Context: an optimization exercise on an open-source flow, tuned for small area and a short achievable clock period. The choices shown serve that exercise and are no tape-out recipe. Only simulation tests tie the RTL to the original design; equivalence was not proved. Power is estimated from default activity; no workload was simulated.

==> flow/design.v <==
`default_nettype none
`timescale 1ps/1ps
module wbbram_ao22 (input wire a1, a2, b1, b2, output wire y);
    assign y = (a1 & a2) | (b1 & b2);
endmodule
module wbbram_aoi22 (input wire a1, a2, b1, b2, output wire y);
    assign y = ~((a1 & a2) | (b1 & b2));
endmodule
module wbbram_nand2 (input wire a, b, output wire y);
    assign y = ~(a & b);
endmodule
module wbbram_nor2 (input wire a, b, output wire y);
    assign y = ~(a | b);
endmodule
module wbbram_nand4 (input wire a, b, c, d, output wire y);
    assign y = ~(a & b & c & d);
endmodule
module wbbram_rdbit (
    input  wire [127:0] sel,
    input  wire [127:0] bits,
    output wire         y_n
);
    wire [63:0] g_n;
    for (genvar g = 0; g < 64; g++) begin : g_l1
        wbbram_aoi22 u (.a1(sel[2*g]), .a2(bits[2*g]), .b1(sel[2*g+1]), .b2(bits[2*g+1]),
                        .y(g_n[g]));
    end
    wire [15:0] h;
    for (genvar g = 0; g < 16; g++) begin : g_l2
        wbbram_nand4 u (.a(g_n[4*g]), .b(g_n[4*g+1]), .c(g_n[4*g+2]), .d(g_n[4*g+3]), .y(h[g]));
    end
    wire [7:0] j_n;
    for (genvar g = 0; g < 8; g++) begin : g_l3
        wbbram_nor2 u (.a(h[2*g]), .b(h[2*g+1]), .y(j_n[g]));
    end
    wire [1:0] k;
    for (genvar g = 0; g < 2; g++) begin : g_l4
        wbbram_nand4 u (.a(j_n[4*g]), .b(j_n[4*g+1]), .c(j_n[4*g+2]), .d(j_n[4*g+3]), .y(k[g]));
    end
    wbbram_nor2 u_l5 (.a(k[0]), .b(k[1]), .y(y_n));
endmodule
module wbDualPortBRAM #(
    parameter ADDR_WIDTH = 7,
    parameter DATA_WIDTH = 32,
    localparam MEM_SIZE   = (1 << ADDR_WIDTH)
) (
    input wire                            i_clk,
    input wire                            i_rst,
    input wire                            i_wb_cyc,
    input wire                            i_wb_stb,
    input wire                            i_wb_we,
    input wire [ADDR_WIDTH-1:0]           i_wb_adr,
    input wire [DATA_WIDTH-1:0]           i_wb_dat,
    input wire [DATA_WIDTH/8-1:0]         i_wb_sel,
    output reg                            o_wb_ack,
    output reg [DATA_WIDTH-1:0]           o_wb_dat,
    output reg                            o_wb_err
);
    localparam NB = DATA_WIDTH/8;
    logic [MEM_SIZE-1:0][DATA_WIDTH-1:0] mem;
    logic                  ack_q;
    logic [MEM_SIZE-1:0]   rsel_q;      
    assign o_wb_err = 1'b0;
    wire req = i_wb_stb && i_wb_cyc;
    always_ff @(posedge i_clk or posedge i_rst) begin
        if (i_rst) begin
            ack_q    <= 1'b0;
            o_wb_ack <= 1'b0;
        end else begin
            ack_q    <= req;
            o_wb_ack <= ack_q;
        end
    end
    wire [NB-1:0] wbe = i_wb_sel & {NB{req && i_wb_we && !i_rst}};
    wire [15:0] hi, hi_n;
    wire [7:0]  lo_n;
    for (genvar h = 0; h < 16; h++) begin : g_hi
        assign hi[h]   = (i_wb_adr[6:3] == h);
        assign hi_n[h] = ~hi[h];
    end
    wire [7:0][NB-1:0] lob, lob_n;
    for (genvar l = 0; l < 8; l++) begin : g_lo
        assign lo_n[l] = ~(i_wb_adr[2:0] == l);
        for (genvar b = 0; b < NB; b++) begin : g_b
            assign lob[l][b]   = (i_wb_adr[2:0] == l) & wbe[b];
            assign lob_n[l][b] = ~lob[l][b];
        end
    end
    logic [MEM_SIZE-1:0][DATA_WIDTH-1:0] mem_d;
    logic [MEM_SIZE-1:0] dec;           
    for (genvar w = 0; w < MEM_SIZE; w++) begin : g_word
        wbbram_nor2 u_dec (.a(hi_n[w/8]), .b(lo_n[w%8]), .y(dec[w]));
        for (genvar b = 0; b < NB; b++) begin : g_byte
            wire load, keep;
            wbbram_nor2  u_ld (.a(hi_n[w/8]), .b(lob_n[w%8][b]), .y(load));
            wbbram_nand2 u_kp (.a(hi[w/8]),   .b(lob[w%8][b]),   .y(keep));
            for (genvar i = 0; i < 8; i++) begin : g_bit
                wbbram_ao22 u_nx (.a1(mem[w][b*8+i]), .a2(keep), .b1(i_wb_dat[b*8+i]), .b2(load),
                                  .y(mem_d[w][b*8+i]));
            end
        end
    end
    always_ff @(posedge i_clk)
        mem <= mem_d;
    always_ff @(posedge i_clk)
        rsel_q <= dec;
    logic [DATA_WIDTH-1:0] rd_n;
    for (genvar i = 0; i < DATA_WIDTH; i++) begin : g_rd
        wire [MEM_SIZE-1:0] col;
        for (genvar w = 0; w < MEM_SIZE; w++) begin : g_col
            assign col[w] = mem[w][i];
        end
        wbbram_rdbit u_rd (.sel(rsel_q), .bits(col), .y_n(rd_n[i]));
    end
    always_ff @(posedge i_clk)
        o_wb_dat <= ~rd_n;
endmodule
==> flow/config.mk <==
export PLATFORM = sky130hd
export DESIGN_NAME = wbDualPortBRAM
export DESIGN_NICKNAME = wbDualPortBRAM
export VERILOG_FILES = /design/flow/design.v
export SDC_FILE = /design/flow/constraint.sdc
export NUM_CORES = 4
export LEC_CHECK = 0
export CAP_MARGIN = 20
export CELL_PAD_IN_SITES_DETAIL_PLACEMENT = 1
export CELL_PAD_IN_SITES_GLOBAL_PLACEMENT = 1
export CORE_MARGIN = 2
export CORE_UTILIZATION = 56
export CTS_BUF_LIST = sky130_fd_sc_hd__clkbuf_16
export CTS_CLUSTER_DIAMETER = 60
export CTS_CLUSTER_SIZE = 30
export PLACE_DENSITY = 0.7
export SLEW_MARGIN = 20
export SYNTH_HIERARCHICAL = 1
==> flow/constraint.sdc <==
create_clock -name core_clock -period 6.5 [get_ports {i_clk}]
set_input_delay 1.3000 -clock core_clock [delete_from_list [all_inputs] [get_ports {i_clk}]]
set_output_delay 1.3000 -clock core_clock [all_outputs]
set_load 0.01 [all_outputs]
standard.sh (not shown) runs the stock make flow with config.mk's settings and CLKGATE_MAP_FILE= SYNTH_SCRIPT=/design/flow/synth_recipe.tcl, a recipe that flattens the netlist after the stock synthesis.
==> flow/flow/run.sh <==
#!/bin/bash
set -euo pipefail
MARGIN=$(cat flow/setup_margin.txt)
bash standard.sh ABC_LOAD_IN_FF=1 SETUP_SLACK_MARGIN=0 synth floorplan > flow_1_synth_floorplan.log 2>&1
bash standard.sh SETUP_SLACK_MARGIN="$MARGIN" finish > flow_2_place_to_finish.log 2>&1
==> flow/flow/setup_margin.txt <==
3.75
Then changed:
--- a/flow/design.v
+++ b/flow/design.v
@@ -12,35 +12,34 @@
 module wbbram_nor2 (input wire a, b, output wire y);
     assign y = ~(a | b);
 endmodule
 module wbbram_nand4 (input wire a, b, c, d, output wire y);
     assign y = ~(a & b & c & d);
 endmodule
+module wbbram_nor4 (input wire a, b, c, d, output wire y);
+    assign y = ~(a | b | c | d);
+endmodule
 module wbbram_rdbit (
     input  wire [127:0] sel,
     input  wire [127:0] bits,
-    output wire         y_n
+    output wire         y
 );
     wire [63:0] g_n;
     for (genvar g = 0; g < 64; g++) begin : g_l1
         wbbram_aoi22 u (.a1(sel[2*g]), .a2(bits[2*g]), .b1(sel[2*g+1]), .b2(bits[2*g+1]),
                         .y(g_n[g]));
     end
     wire [15:0] h;
     for (genvar g = 0; g < 16; g++) begin : g_l2
         wbbram_nand4 u (.a(g_n[4*g]), .b(g_n[4*g+1]), .c(g_n[4*g+2]), .d(g_n[4*g+3]), .y(h[g]));
     end
-    wire [7:0] j_n;
-    for (genvar g = 0; g < 8; g++) begin : g_l3
-        wbbram_nor2 u (.a(h[2*g]), .b(h[2*g+1]), .y(j_n[g]));
+    wire [3:0] j_n;
+    for (genvar g = 0; g < 4; g++) begin : g_l3
+        wbbram_nor4 u (.a(h[4*g]), .b(h[4*g+1]), .c(h[4*g+2]), .d(h[4*g+3]), .y(j_n[g]));
     end
-    wire [1:0] k;
-    for (genvar g = 0; g < 2; g++) begin : g_l4
-        wbbram_nand4 u (.a(j_n[4*g]), .b(j_n[4*g+1]), .c(j_n[4*g+2]), .d(j_n[4*g+3]), .y(k[g]));
-    end
-    wbbram_nor2 u_l5 (.a(k[0]), .b(k[1]), .y(y_n));
+    wbbram_nand4 u_l4 (.a(j_n[0]), .b(j_n[1]), .c(j_n[2]), .d(j_n[3]), .y(y));
 endmodule
 module wbDualPortBRAM #(
     parameter ADDR_WIDTH = 7,
     parameter DATA_WIDTH = 32,
     localparam MEM_SIZE   = (1 << ADDR_WIDTH)
 ) (
@@ -101,17 +100,17 @@
         end
     end
     always_ff @(posedge i_clk)
         mem <= mem_d;
     always_ff @(posedge i_clk)
         rsel_q <= dec;
-    logic [DATA_WIDTH-1:0] rd_n;
+    logic [DATA_WIDTH-1:0] rd;
     for (genvar i = 0; i < DATA_WIDTH; i++) begin : g_rd
         wire [MEM_SIZE-1:0] col;
         for (genvar w = 0; w < MEM_SIZE; w++) begin : g_col
             assign col[w] = mem[w][i];
         end
-        wbbram_rdbit u_rd (.sel(rsel_q), .bits(col), .y_n(rd_n[i]));
+        wbbram_rdbit u_rd (.sel(rsel_q), .bits(col), .y(rd[i]));
     end
     always_ff @(posedge i_clk)
-        o_wb_dat <= ~rd_n;
+        o_wb_dat <= rd;
 endmodule
=> Setup slack gains 120 ps; routed wire length went down by a few percent; cell area went down slightly; sequential share of layout area went up by 0.56 points; area after synthesis went down slightly; clock skew went down by 7.7 ps; power went up slightly; worst hold slack loses 4.7 ps; final cell count went down slightly; first-iteration DRC count went down by a few percent; combinational power hardly moves; clock power went up by a few percent.

-- re-timing with driven ports --
The results above use ideal ports. As a check the final layouts listed here were re-extracted and re-timed, cells and wires unchanged. Step 1 assumes that a clkbuf_16 drives the clock port and a buf_2 every other input. Step 2 also shifts input and output timing later by t, the mid clock arrival at the registers, as if the neighbouring blocks saw the same clock. a / b / c = no drivers / after step 1 / after step 2; a / b = the first two.
| run | t, ns | setup WS [ns] | worst setup path after step 2 |
|---|---|---|---|
| the first run | 1.099 | 3.381 / 3.269 / 2.321 | input to register |
| the second run | 1.062 | 3.500 / 3.476 / 2.413 | input to register |
After both steps every run listed still meets setup and hold. For the second run, which loses most, drivers alone change the setup slack by -0.024 ns; drivers and shift together by -1.087 ns.
